From an optimization exercise on the open Yosys and OpenROAD flow, aimed at small area, a short achievable clock period and few clock cycles per item; shortcuts taken in it are not production practice.
Only simulation tests tie the RTL to the original design; equivalence was not proved.

`flow/run.sh`:
```
#!/bin/bash
# synth_recipe.tcl (not shown) runs the flow's synth.tcl, then flattens the netlist and writes it again
# the make line also repeats each setting of config.mk as NAME=value (left out here)
make -C /OpenROAD-flow-scripts/flow DESIGN_CONFIG=/design/flow/config.mk WORK_HOME=/design/flow/orfs CLKGATE_MAP_FILE= SYNTH_SCRIPT=/design/flow/synth_recipe.tcl finish
```
`flow/config.mk`:
```
export PLATFORM = sky130hd
export DESIGN_NAME = ssp_top
export DESIGN_NICKNAME = ssp_top
export VERILOG_FILES = /design/flow/design.v
export SDC_FILE = /design/flow/constraint.sdc
export NUM_CORES = 4
export LEC_CHECK = 0
export CAP_MARGIN = 20
export CORE_MARGIN = 2
export CORE_UTILIZATION = 40
export SLEW_MARGIN = 20
```
`flow/constraint.sdc`:
```
create_clock -name core_clock -period 10.0 [get_ports {clk}]
set_input_delay 2.0000 -clock core_clock [delete_from_list [all_inputs] [get_ports {clk}]]
set_output_delay 2.0000 -clock core_clock [all_outputs]
set_load 0.01 [all_outputs]
```
`flow/design.v`:
```
`timescale 1ns / 1ps
module half_adder(
    input A,B,
    output C,S
    );
assign C = A & B;
assign S = A ^ B;  
endmodule
module full_adder(
    input A,B,CI,
    output CO,S
    );
wire half_adder1_s,half_adder1_c;
wire half_adder2_s,half_adder2_c;
half_adder half_adder1(A,B,half_adder1_c,half_adder1_s);
half_adder half_adder2(CI,half_adder1_s,half_adder2_c,half_adder2_s);
assign CO = half_adder1_c | half_adder2_c;
assign S = half_adder2_s;
endmodule
`timescale 1ns / 1ps
module ADD_8 #(parameter SIZE = 8)
(   input [SIZE-1:0] a, b, 
    output co, 
    output [SIZE-1:0] r);
    wire fac[SIZE-1:0]; 
    genvar i;
    generate
        for (i = 0; i < SIZE; i = i + 1) begin: generated_fa
            if (i==0) begin: test1
                full_adder fa(a[i],b[i],0,fac[i],r[i]); 
            end else
            if (i==SIZE-1) begin: test2
                full_adder fa(a[i],b[i],fac[i-1],co,r[i]); 
            end else
            full_adder fa(a[i],b[i],fac[i-1],fac[i],r[i]);
        end
    endgenerate
endmodule
`timescale 1ns / 1ps
module AND_8(
	input [7:0] a,
	input [7:0] b,
	output [7:0] r);
assign r = a & b;
endmodule
`timescale 1ns / 1ps
module XOR_8(
 	input [7:0] a,
	input [7:0] b,
	output [7:0] r
    );
assign r = a ^ b;
endmodule
`timescale 1ns / 1ps
module SHIFT_CIRC_LEFT_8(
	input [7:0] a,
	output [7:0] r
    );
assign r = {a[6:0],a[7]};
endmodule
`timescale 1ns / 1ps
module COMP_ZERO_8(
	input [7:0] a,
	output reg Z
    );
    always @* begin
        if(a==0)
            Z=1;
        else
            Z=0;
    end
endmodule
`timescale 1ns / 1ps
module MULTP_4 #(parameter N=8)(
	input [N-1:0]I0,
	input [N-1:0]I1,
	input [N-1:0]I2,
	input [N-1:0]I3,
	input [1:0]S,
	output reg [N-1:0]O
    );
always @* begin
	case(S)
		2'b00: O = I0;
		2'b01: O = I1;
		2'b10: O = I2;
		2'b11: O = I3;
	endcase
end
endmodule
`timescale 1ns / 1ps
module MULTP_8 #(parameter N=8)(
	input [N-1:0]I0,
	input [N-1:0]I1,
	input [N-1:0]I2,
	input [N-1:0]I3,
	input [N-1:0]I4,
	input [N-1:0]I5,
	input [N-1:0]I6,
	input [N-1:0]I7,
	input [2:0]S,
	output reg [N-1:0]O
    );
always @* begin
	case(S)
		3'b000: O = I0;
		3'b001: O = I1;
		3'b010: O = I2;
		3'b011: O = I3;
		3'b100: O = I4;
		3'b101: O = I5;
		3'b110: O = I6;
		3'b111: O = I7;
	endcase
end
endmodule
`timescale 1ns / 1ps
module MULTP_16 #(parameter N=8)(
	input [N-1:0]I0,
	input [N-1:0]I1,
	input [N-1:0]I2,
	input [N-1:0]I3,
	input [N-1:0]I4,
	input [N-1:0]I5,
	input [N-1:0]I6,
	input [N-1:0]I7,
	input [N-1:0]I8,
	input [N-1:0]I9,
	input [N-1:0]I10,
	input [N-1:0]I11,
	input [N-1:0]I12,
	input [N-1:0]I13,
	input [N-1:0]I14,
	input [N-1:0]I15,
	input [3:0]S,
	output reg [N-1:0]O
    );
always @* begin
	case(S)
		4'b0000: O = I0;
		4'b0001: O = I1;
		4'b0010: O = I2;
		4'b0011: O = I3;
		4'b0100: O = I4;
		4'b0101: O = I5;
		4'b0110: O = I6;
		4'b0111: O = I7;
		4'b1000: O = I8;
		4'b1001: O = I9;
		4'b1010: O = I10;
		4'b1011: O = I11;
		4'b1100: O = I12;
		4'b1101: O = I13;
		4'b1110: O = I14;
		4'b1111: O = I15;
	endcase
end
endmodule
`timescale 1ns / 1ps
module DECODER_4_16(
	input [3:0]RegAdd,
	input WE,
	output reg [15:0]Out
    );
always @(*) begin
	if(WE == 0)
		Out = 0;  
	else begin
		case(RegAdd)
			4'b0000: Out = 16'd1;
			4'b0001: Out = 16'd2;
			4'b0010: Out = 16'd4;
			4'b0011: Out = 16'd8;
			4'b0100: Out = 16'd16;
			4'b0101: Out = 16'd32;
			4'b0110: Out = 16'd64;
			4'b0111: Out = 16'd128;
			4'b1000: Out = 16'd256;
			4'b1001: Out = 16'd512;
			4'b1010: Out = 16'd1024;
			4'b1011: Out = 16'd2048;
			4'b1100: Out = 16'd4096;
			4'b1101: Out = 16'd8192;
			4'b1110: Out = 16'd16384;
			4'b1111: Out = 16'd32768;
		endcase
	end
end
endmodule
`timescale 1ns / 1ps
module REGISTER #(parameter N=8)(
	input clk,
	input reset,
	input En,
	input [N-1:0] Rin,
	output reg [N-1:0] Rout
    );
    reg [N-1:0]reg_next;
    reg [N-1:0]reg_out;
    always @(posedge clk, posedge reset) begin
        if(reset==1)
            reg_out <= 0;
        else
            reg_out <= reg_next;
    end
    always @(*) begin
        if(En)
            reg_next = Rin;
        else
            reg_next = reg_out;
    end
    always @(*) begin
        Rout = reg_out;
    end
endmodule
`timescale 1ns / 1ps
module ALU(
	input [7:0] ALUinA,
	input [7:0] ALUinB,
	input [1:0] InsSel,
	output [7:0] ALUout,
	output CO,
	output Z
    );
	wire [7:0] ANDout, XORout, ADDout, SHIFTout;
	wire carry_out;
	AND_8 and8(.a(ALUinA),.b(ALUinB),.r(ANDout));	
	XOR_8 xor8(.a(ALUinA),.b(ALUinB),.r(XORout));   
	ADD_8 add8(.a(ALUinA),.b(ALUinB),.r(ADDout),.co(carry_out));	
	SHIFT_CIRC_LEFT_8 shif8(.a(ALUinA),.r(SHIFTout));	
	COMP_ZERO_8 comp8(.a(ALUout),.Z(Z)); 
	MULTP_4 #(8) multp_out(.I0(ANDout),.I1(XORout),.I2(ADDout),.I3(SHIFTout),.S(InsSel),.O(ALUout));	
	MULTP_4 #(1) mulpt_co(.I0(1'b0),.I1(1'b0),.I2(carry_out),.I3(SHIFTout[0]),.S(InsSel),.O(CO));	
endmodule
`timescale 1ns / 1ps
module RB(
    input clk,
	input reset,
	input [7:0]InA,  
	input [7:0]InB,  
	input [7:0]CUconst,  
	input [7:0]ALUout,  
	input [2:0]InMuxAdd,  
	input WE,  
	input [3:0]RegAdd,  
	input [3:0]OutMuxAdd,  
	output [7:0]Out,  
	output [7:0]ALUinA,  
	output [7:0]ALUinB  
	);
	wire [15:0]Decoder_Out;  
	wire [7:0]RegOut;  
	wire [7:0]RegIn;  
	wire [7:0]Rout [15:0];  
	DECODER_4_16 decoder(.RegAdd(RegAdd),.WE(WE),.Out(Decoder_Out));	
	MULTP_8 #(.N(8)) mux_input(.I0(InA),.I1(InB),.I2(CUconst),.I3(ALUout),.I4(RegOut),.I5(RegOut) 
										,.I6(RegOut),.I7(RegOut),.S(InMuxAdd),.O(RegIn));
	MULTP_16 #(.N(8)) mux_output(.I0(Rout[0]),.I1(Rout[1]),.I2(Rout[2]),.I3(Rout[3]),.I4(Rout[4]),.I5(Rout[5])
								,.I6(Rout[6]),.I7(Rout[7]),.I8(Rout[8]),.I9(Rout[9]),.I10(Rout[10]),.I11(Rout[11])
								,.I12(Rout[12]),.I13(Rout[13]),.I14(Rout[14]),.I15(Rout[15]),.S(OutMuxAdd),.O(RegOut));	
	REGISTER #(.N(8)) reg0(.Rin(RegIn), .Rout(Rout[0]), .clk(clk), .En(Decoder_Out[0]), .reset(reset));
	REGISTER #(.N(8)) reg1(.Rin(RegIn), .Rout(Rout[1]), .clk(clk), .En(Decoder_Out[1]), .reset(reset));
	REGISTER #(.N(8)) reg2(.Rin(RegIn), .Rout(Rout[2]), .clk(clk), .En(Decoder_Out[2]), .reset(reset));
	REGISTER #(.N(8)) reg3(.Rin(RegIn), .Rout(Rout[3]), .clk(clk), .En(Decoder_Out[3]), .reset(reset));
	REGISTER #(.N(8)) reg4(.Rin(RegIn), .Rout(Rout[4]), .clk(clk), .En(Decoder_Out[4]), .reset(reset));
	REGISTER #(.N(8)) reg5(.Rin(RegIn), .Rout(Rout[5]), .clk(clk), .En(Decoder_Out[5]), .reset(reset));
	REGISTER #(.N(8)) reg6(.Rin(RegIn), .Rout(Rout[6]), .clk(clk), .En(Decoder_Out[6]), .reset(reset));
	REGISTER #(.N(8)) reg7(.Rin(RegIn), .Rout(Rout[7]), .clk(clk), .En(Decoder_Out[7]), .reset(reset));
	REGISTER #(.N(8)) reg8(.Rin(RegIn), .Rout(Rout[8]), .clk(clk), .En(Decoder_Out[8]), .reset(reset));
	REGISTER #(.N(8)) reg9(.Rin(RegIn), .Rout(Rout[9]), .clk(clk), .En(Decoder_Out[9]), .reset(reset));
	REGISTER #(.N(8)) reg10(.Rin(RegIn), .Rout(Rout[10]), .clk(clk), .En(Decoder_Out[10]), .reset(reset));
	REGISTER #(.N(8)) reg11(.Rin(RegIn), .Rout(Rout[11]), .clk(clk), .En(Decoder_Out[11]), .reset(reset));
	REGISTER #(.N(8)) reg12(.Rin(RegIn), .Rout(Rout[12]), .clk(clk), .En(Decoder_Out[12]), .reset(reset));
	REGISTER #(.N(8)) reg13(.Rin(RegIn), .Rout(Rout[13]), .clk(clk), .En(Decoder_Out[13]), .reset(reset));
	REGISTER #(.N(8)) reg14(.Rin(RegIn), .Rout(Rout[14]), .clk(clk), .En(Decoder_Out[14]), .reset(reset));
	REGISTER #(.N(8)) reg15(.Rin(RegIn), .Rout(Rout[15]), .clk(clk), .En(Decoder_Out[15]), .reset(reset));
	assign Out = Rout[0];  
	assign ALUinA = Rout[1];  
	assign ALUinB = Rout[2];  
endmodule
`timescale 1ns / 1ps
module CU(
    input Start,
	input clk,
	input reset,
	input CO,
	input Z,
	output reg[1:0] InsSel,
	output reg[3:0] RegAdd,
	output reg[3:0] OutMuxAdd,
	output reg[2:0] InMuxAdd,
	output reg[7:0] CUconst,
	output reg Busy,
	output reg WE
    );
    localparam [3:0]
        idle = 4'd0,
        resetQ = 4'd1,
        getDivident = 4'd2,
        getDivider = 4'd3,
        divideByZero = 4'd4,
        twosComplement_1 = 4'd5,
        twosComplement_2 = 4'd6,
        twosComplement_3 = 4'd7,
        twosComplement_4 = 4'd8,
        getDividentAndSubs = 4'd9,
        controlResult = 4'd10,
        increaseQ_1 = 4'd11,
        increaseQ_2 = 4'd12,
        increaseQ_3 = 4'd13,
        outputQ = 4'd14;
    reg [4:0]state_next, state_reg;
    reg [1:0] InsSel_q;
    reg [3:0] RegAdd_q;
    reg [3:0] OutMuxAdd_q;
    reg [2:0] InMuxAdd_q;
    reg [7:0] CUconst_q;
    reg Busy_q;
    reg WE_q;
    always @(posedge clk, posedge reset) begin
        if (reset==1)  
            state_reg <= idle; 
        else
            state_reg <= state_next;
    end
    always @(posedge clk, posedge reset) begin
        if (reset==1) begin
            InsSel_q <= 2'd0;
            RegAdd_q <= 4'd0;
            OutMuxAdd_q <= 4'd0;
            InMuxAdd_q <= 3'd0;
            CUconst_q <= 8'd0;
            Busy_q <= 1'b0;
            WE_q <= 1'b0;
        end
        else begin
            InsSel_q <= InsSel;
            RegAdd_q <= RegAdd;
            OutMuxAdd_q <= OutMuxAdd;
            InMuxAdd_q <= InMuxAdd;
            CUconst_q <= CUconst;
            Busy_q <= Busy;
            WE_q <= WE;
        end
    end
    always @(*)
    begin
        InsSel = InsSel_q;
        RegAdd = RegAdd_q;
        OutMuxAdd = OutMuxAdd_q;
        InMuxAdd = InMuxAdd_q;
        CUconst = CUconst_q;
        Busy = Busy_q;
        WE = WE_q;
        state_next = state_reg;
        case(state_reg)
            idle:
            begin
                Busy = 1'b0;  
                if(Start)
                state_next = resetQ;
            end
            resetQ:
            begin
                RegAdd = 4'd14;  
                InMuxAdd = 3'd2;  
                CUconst = 8'b00000000;  
                WE = 1'b1;
                Busy = 1'b1;
                state_next = getDivident;
            end
            getDivident:
            begin
                RegAdd = 4'd15;  
                InMuxAdd = 3'd0;  
                WE = 1'b1;
                state_next = getDivider;
            end
            getDivider:
            begin
                RegAdd = 4'd1;
                InMuxAdd = 3'd1;  
                WE = 1'b1;
                InsSel = 2'd3;  
                state_next = divideByZero;
            end
            divideByZero:
            begin
                if(Z) begin
                    RegAdd = 4'd0;  
                    InMuxAdd = 3'd2;  
                    CUconst = 8'b00000000; 
                    WE = 1'b1;
                    state_next = idle; 
                end
                else
                    state_next = twosComplement_1;
            end
            twosComplement_1:
            begin
                RegAdd = 4'd2;
                InMuxAdd = 3'd2;  
                CUconst = 8'b11111111; 
                WE = 1'b1;
                InsSel = 2'd1;  
                state_next = twosComplement_2;
            end
            twosComplement_2:
            begin
                RegAdd = 4'd2;
                InMuxAdd = 3'd3;  
                WE = 1'b1;
                state_next = twosComplement_3;
            end
            twosComplement_3:
            begin
                RegAdd = 4'd1;
                InMuxAdd = 3'd2;  
                WE = 1'b1;
                CUconst = 8'b00000001; 
                InsSel = 2'd2;  
                state_next = twosComplement_4;
            end
            twosComplement_4:  
            begin
                RegAdd = 4'd2;
                InMuxAdd = 3'd3;  
                WE = 1'b1;
                state_next = getDividentAndSubs;
            end
            getDividentAndSubs:  
            begin
                RegAdd = 4'd1;
                InMuxAdd = 3'd4;  
                OutMuxAdd = 4'd15;  
                WE = 1'b1; 
                InsSel = 2'd2;  
                state_next = controlResult;
            end
            controlResult:  
            begin
                if(CO==1) begin  
                    RegAdd = 4'd15; 
                    InMuxAdd = 3'd3;  
                    WE = 1'b1;
                    state_next = increaseQ_1;
                end
                else begin  
                    RegAdd = 4'd0; 
                    OutMuxAdd = 4'd15;  
                    InMuxAdd = 3'd4;  
                    WE = 1'b1;
                    state_next = outputQ;
                end
            end
            increaseQ_1:  
            begin
                RegAdd = 4'd1;
                OutMuxAdd = 4'd14;  
                InMuxAdd = 3'd4;  
                WE = 1'b1; 
                state_next = increaseQ_2;
            end
            increaseQ_2:  
            begin
                RegAdd = 4'd2;
                InMuxAdd = 3'd2;  
                WE = 1'b1;
                CUconst = 8'b00000001; 
                InsSel = 2'd2;  
                state_next = increaseQ_3;
            end
            increaseQ_3:  
            begin
                RegAdd = 4'd14;
                InMuxAdd = 3'd3;  
                WE = 1'b1; 
                state_next = getDivider;  
            end
            outputQ:  
            begin
                RegAdd = 4'd0; 
                OutMuxAdd = 4'd14;  
                InMuxAdd = 3'd4;  
                WE = 1'b1; 
                state_next = idle;  
            end
            default:
                state_next = idle;
        endcase
    end
endmodule
`timescale 1ns / 1ps
module ssp_top(
    input clk,
	input reset,
	input Start,
	input [7:0]InA,  
	input [7:0]InB,  
	output Busy,  
	output [7:0] Out  
    );
    wire [7:0]CUconst;
    wire [2:0]InMuxAdd;
    wire [3:0]OutMuxAdd;
    wire [3:0]RegAdd;
    wire WE;
    wire [7:0]ALUinA;
    wire [7:0]ALUinB;
    wire [7:0]ALUout;
    wire CO,Z;
    wire [1:0]InsSel;
    CU control_unit(.clk(clk),
                    .reset(reset),
                    .Start(Start),
                    .Busy(Busy),
                    .InsSel(InsSel),
                    .CO(CO),
                    .Z(Z),
                    .CUconst(CUconst),
                    .InMuxAdd(InMuxAdd),
                    .OutMuxAdd(OutMuxAdd),
                    .RegAdd(RegAdd),
                    .WE(WE));
    ALU arithmetic_logic_unit(.InsSel(InsSel),
                              .CO(CO),
                              .Z(Z),
                              .ALUinA(ALUinA),
                              .ALUinB(ALUinB),
                              .ALUout(ALUout)
                              );
    RB register_block(.clk(clk),
                      .reset(reset),        
                      .InA(InA),
                      .InB(InB),
                      .CUconst(CUconst),
                      .InMuxAdd(InMuxAdd),
                      .OutMuxAdd(OutMuxAdd),
                      .RegAdd(RegAdd),
                      .WE(WE),
                      .ALUinA(ALUinA),
                      .ALUinB(ALUinB),
                      .ALUout(ALUout),
                      .Out(Out));
endmodule
```
==> impl_metrics.csv <==
group,metric,value,unit
detailed_routing,wl,31400,um
detailed_routing,avgRoutedWirePerCell,25.1,um
worst_hold_path,min_to,"register_block.reg11.reg_out[5]",
detailed_routing,final_antenna_net_count,0,
critical_path,cp-start-kind,"flop",
place,dp_slack,2.48,ns
critical_path,cp.depth,19,
outcome,status,"finished clean",
clock_network,clock_latency,0.44,ns
sta,fmax,131,MHz
synth,yosysSeqAreaShare,42.1,%
layout,fillers,2144,
floorplan,pin_count,28,
synth,yosysUniqueCellTypes,86,
critical_path,r2r-end,"register_block.reg7.reg_out[0]",
place,portBuffers,27,
clock_network,clockBufferDepth,2,
detailed_routing,via_per_inst,6.50,
floorplan,dieHeight,156,um
clock_network,cts_made_buffers,17,
synth,synthCells,949,
layout,final_common_cell,"dfrtp_1",
sta,tightest_slew,1.18,ns
sta,setup_viol,0,
worst_hold_path,hold_depth,2,
sta,tns,0,ns
clock_network,htreeDepth,4,
clock_network,clock-root-buffer,"clkbuf_16",
layout,final_cell_mix,"dfrtp_1, nand2_1, o31ai_1",
critical_path,critPathKind,"reg2reg",
critical_path,rr_worst_depth,19,
grt,antenna_found_initial,0,
sta,finClkSkew,0.0119,ns
place,place_congestion,0.971,
grt,grt_pass1_wl,48900,um
run,drv_cap,0,
synth,ys_warn_count,10,
synth,async_flop_share,100,%
clock_network,cts_setup_buffers,0,
grt,grt_pass1_vias,7885,
synth,ys_seq_elements,155,
critical_path,r2r_slack,2.34,ns
critical_path,critPathSlowestCell,"o21ai_1",
synth,synth_ff_type,"dfrtp_1",
sta,rsz0062_at_grt,"no",
sta,worst_slack,2.34,ns
grt,grt_overflow_total,0,
floorplan,rows,55,
layout,final_nets,986,
sta,whs,0.474,ns
grt,grt_max_degree,79,
synth,syn_avg_cell_area,9.70,sq um
floorplan,die_w,156,um
clock_network,cts_tree,"yes",
place,hpwl,21700,um
synth,synth_area,9210,sq um
clock_network,clk_pin_slew,0.07,ns
sta,hold_violations,0,
floorplan,die_area,24200,sq um
detailed_routing,first_iter_violations,1031,
critical_path,crit_required,10.32,ns
synth,syn-num-nets,983,
clock_network,cts_hold_buf,0,
critical_path,critPathMaxFanout,12,
layout,drive_gt1_share,16.6,%
clock_network,cts.sinks,155,
sta,fin_crit,7.66,ns
critical_path,critPathArrivalTime,7.98,ns
worst_hold_path,hold_path_startpoint,"register_block.reg11.reg_out[5]",
detailed_routing,vias,8117,
sta,min_period_over_period,76.6,%
sta,slew_viol_final,0,
layout,antenna_cells,0,
critical_path,path_buf_inv,4,
grt,globalRouteTotalUtil,26.7,%
layout,fin_util,45.8,%
floorplan,coreArea,22600,sq um
floorplan,initial_core_util,40.7,%
sta,relSlewSlack,21.1,%
synth,synth_edf_count,0,
critical_path,slowest_delay,0.73,ns
critical_path,critPathTopFamily,"adder cells",
detailed_routing,drcViolationCount,0,
critical_path,crit_top_cell,"fa_1",
critical_path,end_kind,"flop",
critical_path,cp_cell_sequence,"ha_1 > inv_1 > fa_1 > fa_1 > fa_1 > fa_1 > fa_1 > fa_1 > inv_1 > fa_1 > a222oi_1 > nand2_1 > or4_4 > o21ai_1 > inv_1 > o311ai_1 > o211ai_1 > buf_4 > mux2_2",
worst_hold_path,hp-class,"reg2reg",
critical_path,r2r_start,"register_block.reg1.reg_out[0]",
layout,area_growth,12.8,%
detailed_routing,first_pass_iters,6,
clock_network,cts-resized-gates,0,
-- per-layer routing --
metal | vias to the layer above | track usage [%] | share of wire [%] | wire length, um
li1 | 3596 | - | - | -
met1 | 4012 | 37.1 | 42 | 13100
met2 | 434 | 40.6 | 45 | 14100
met3 | 75 | 5.94 | 9.4 | 2940
met4 | 0 | 11.0 | 4.0 | 1250
met5 | - | 0 | 0 | 0
-- synthesized netlist by cell type, types with 4 or more instances --
cell type    n  share of area (%)
nand2_1     89                3.6
o31a_1       4               0.38
or2_2       10               0.68
buf_6        5               0.61
o21ai_1      7               0.38
and3_1       9               0.61
a311oi_1     7               0.67
mux2i_1     14                1.5
a21oi_1     38                2.1
a221oi_1     5               0.48
o221ai_1     4               0.38
a32oi_1      4               0.38
o22ai_1     11               0.75
nand3_1     22                1.2
nand2b_1    16                1.1
buf_1        9               0.37
a21o_1       9               0.73
and2_1       5               0.34
inv_1       27                1.1
nor2_1      50                2.0
a211o_1      4               0.38
or3_1        4               0.27
a22o_1       5               0.48
a31oi_1      7               0.48
o2111ai_1    4               0.38
o211ai_1    11               0.90
ha_1         8                1.1
a211oi_1     6               0.49
o21a_1       7               0.57
nor2b_1     14               0.95
clkbuf_1    39                1.6
a22oi_1     11               0.90
dfrtp_1    155                 42
fa_1         7                1.5
o31ai_1     85                6.9
o21ai_0     64                3.5
buf_2       11               0.60
mux2_2      69                8.4
nor3_1      18               0.98
-- worst min-delay path, stage by stage, from the launching register on --
cell	delay [ns]
dfrtp_1	0.34
nand2_1	0.05
o31ai_1	0.05
-- area by class of cell --
type | count | area [sq um] | area share (%)
Multi-Input combinational cell | 700 | 4970 | 47.9
Sequential cell | 155 | 3880 | 37.4
Clock buffer | 19 | 453 | 4.36
Timing Repair Buffer | 49 | 443 | 4.27
Tap cell | 285 | 357 | 3.44
Clock inverter | 12 | 163 | 1.57
Inverter | 29 | 114 | 1.10
-- worst max-delay path by stage --
stage | end | from | slack (ns)
6_report | register_block.reg7.reg_out[0] | register_block.reg1.reg_out[0] | 2.34
5_1_grt | register_block.reg7.reg_out[0] | register_block.reg1.reg_out[0] | 2.08
4_1_cts | register_block.reg13.reg_out[0] | register_block.reg1.reg_out[0] | 2.44
3_5_place_dp | register_block.reg0.reg_out[5] | register_block.reg1.reg_out[0] | 2.48
3_3_place_gp | register_block.reg6.reg_out[0] | register_block.reg1.reg_out[0] | 2.53
2_1_floorplan | register_block.reg0.reg_out[2] | register_block.reg1.reg_out[0] | 3.76
-- kinds of logic after synthesis --
family,synth area share (%)
flip-flops,42.1
buffers and inverters,4.43
XOR/XNOR,0.177
multiplexers,10.7
AND/OR/NAND/NOR,14.4
AO/OA/AOI/OAI,25.6
adder cells (fa/ha/maj),2.61
-- per-stage QoR --
stage | std cells | cell area [sq um]
3_5_place_dp | 1218 | 9760
5_1_grt | 1249 | 10400
3_3_place_gp | 1216 | 9730
6_report | 1249 | 10400
4_1_cts | 1249 | 10400
2_1_floorplan | 949 | 9210
Testbench counts, summed over its fixed seeds: cycles 15,722, items 384.

separate check: timing with driven ports:
How much do the figures lean on ideal ports? The routed layout below was timed once more, with nothing changed but the port constraints.
Step 1 (the two cells are an assumption about what drives the block):
set clk [get_ports {clk}]
set_driving_cell -lib_cell sky130_fd_sc_hd__clkbuf_16 $clk
set_driving_cell -lib_cell sky130_fd_sc_hd__buf_2 [delete_from_list [all_inputs] $clk]
Step 2 moves the port delays by t, midway between the first and last clock arrival at a register: inputs arrive t later, outputs are due t later. That takes back most of the time a late clock gives input paths.
Slacks: no drivers / after step 1 / after step 2; pairs: no drivers / after step 1.
shift t [ns]: 0.484
setup slack, ns: 2.345 / 2.345 / 2.345
pins driven straight from the clock port: 1
After both steps this run still meets setup and hold. For this run, drivers alone change the setup slack by 0.000 ns; drivers and shift together by 0.000 ns.
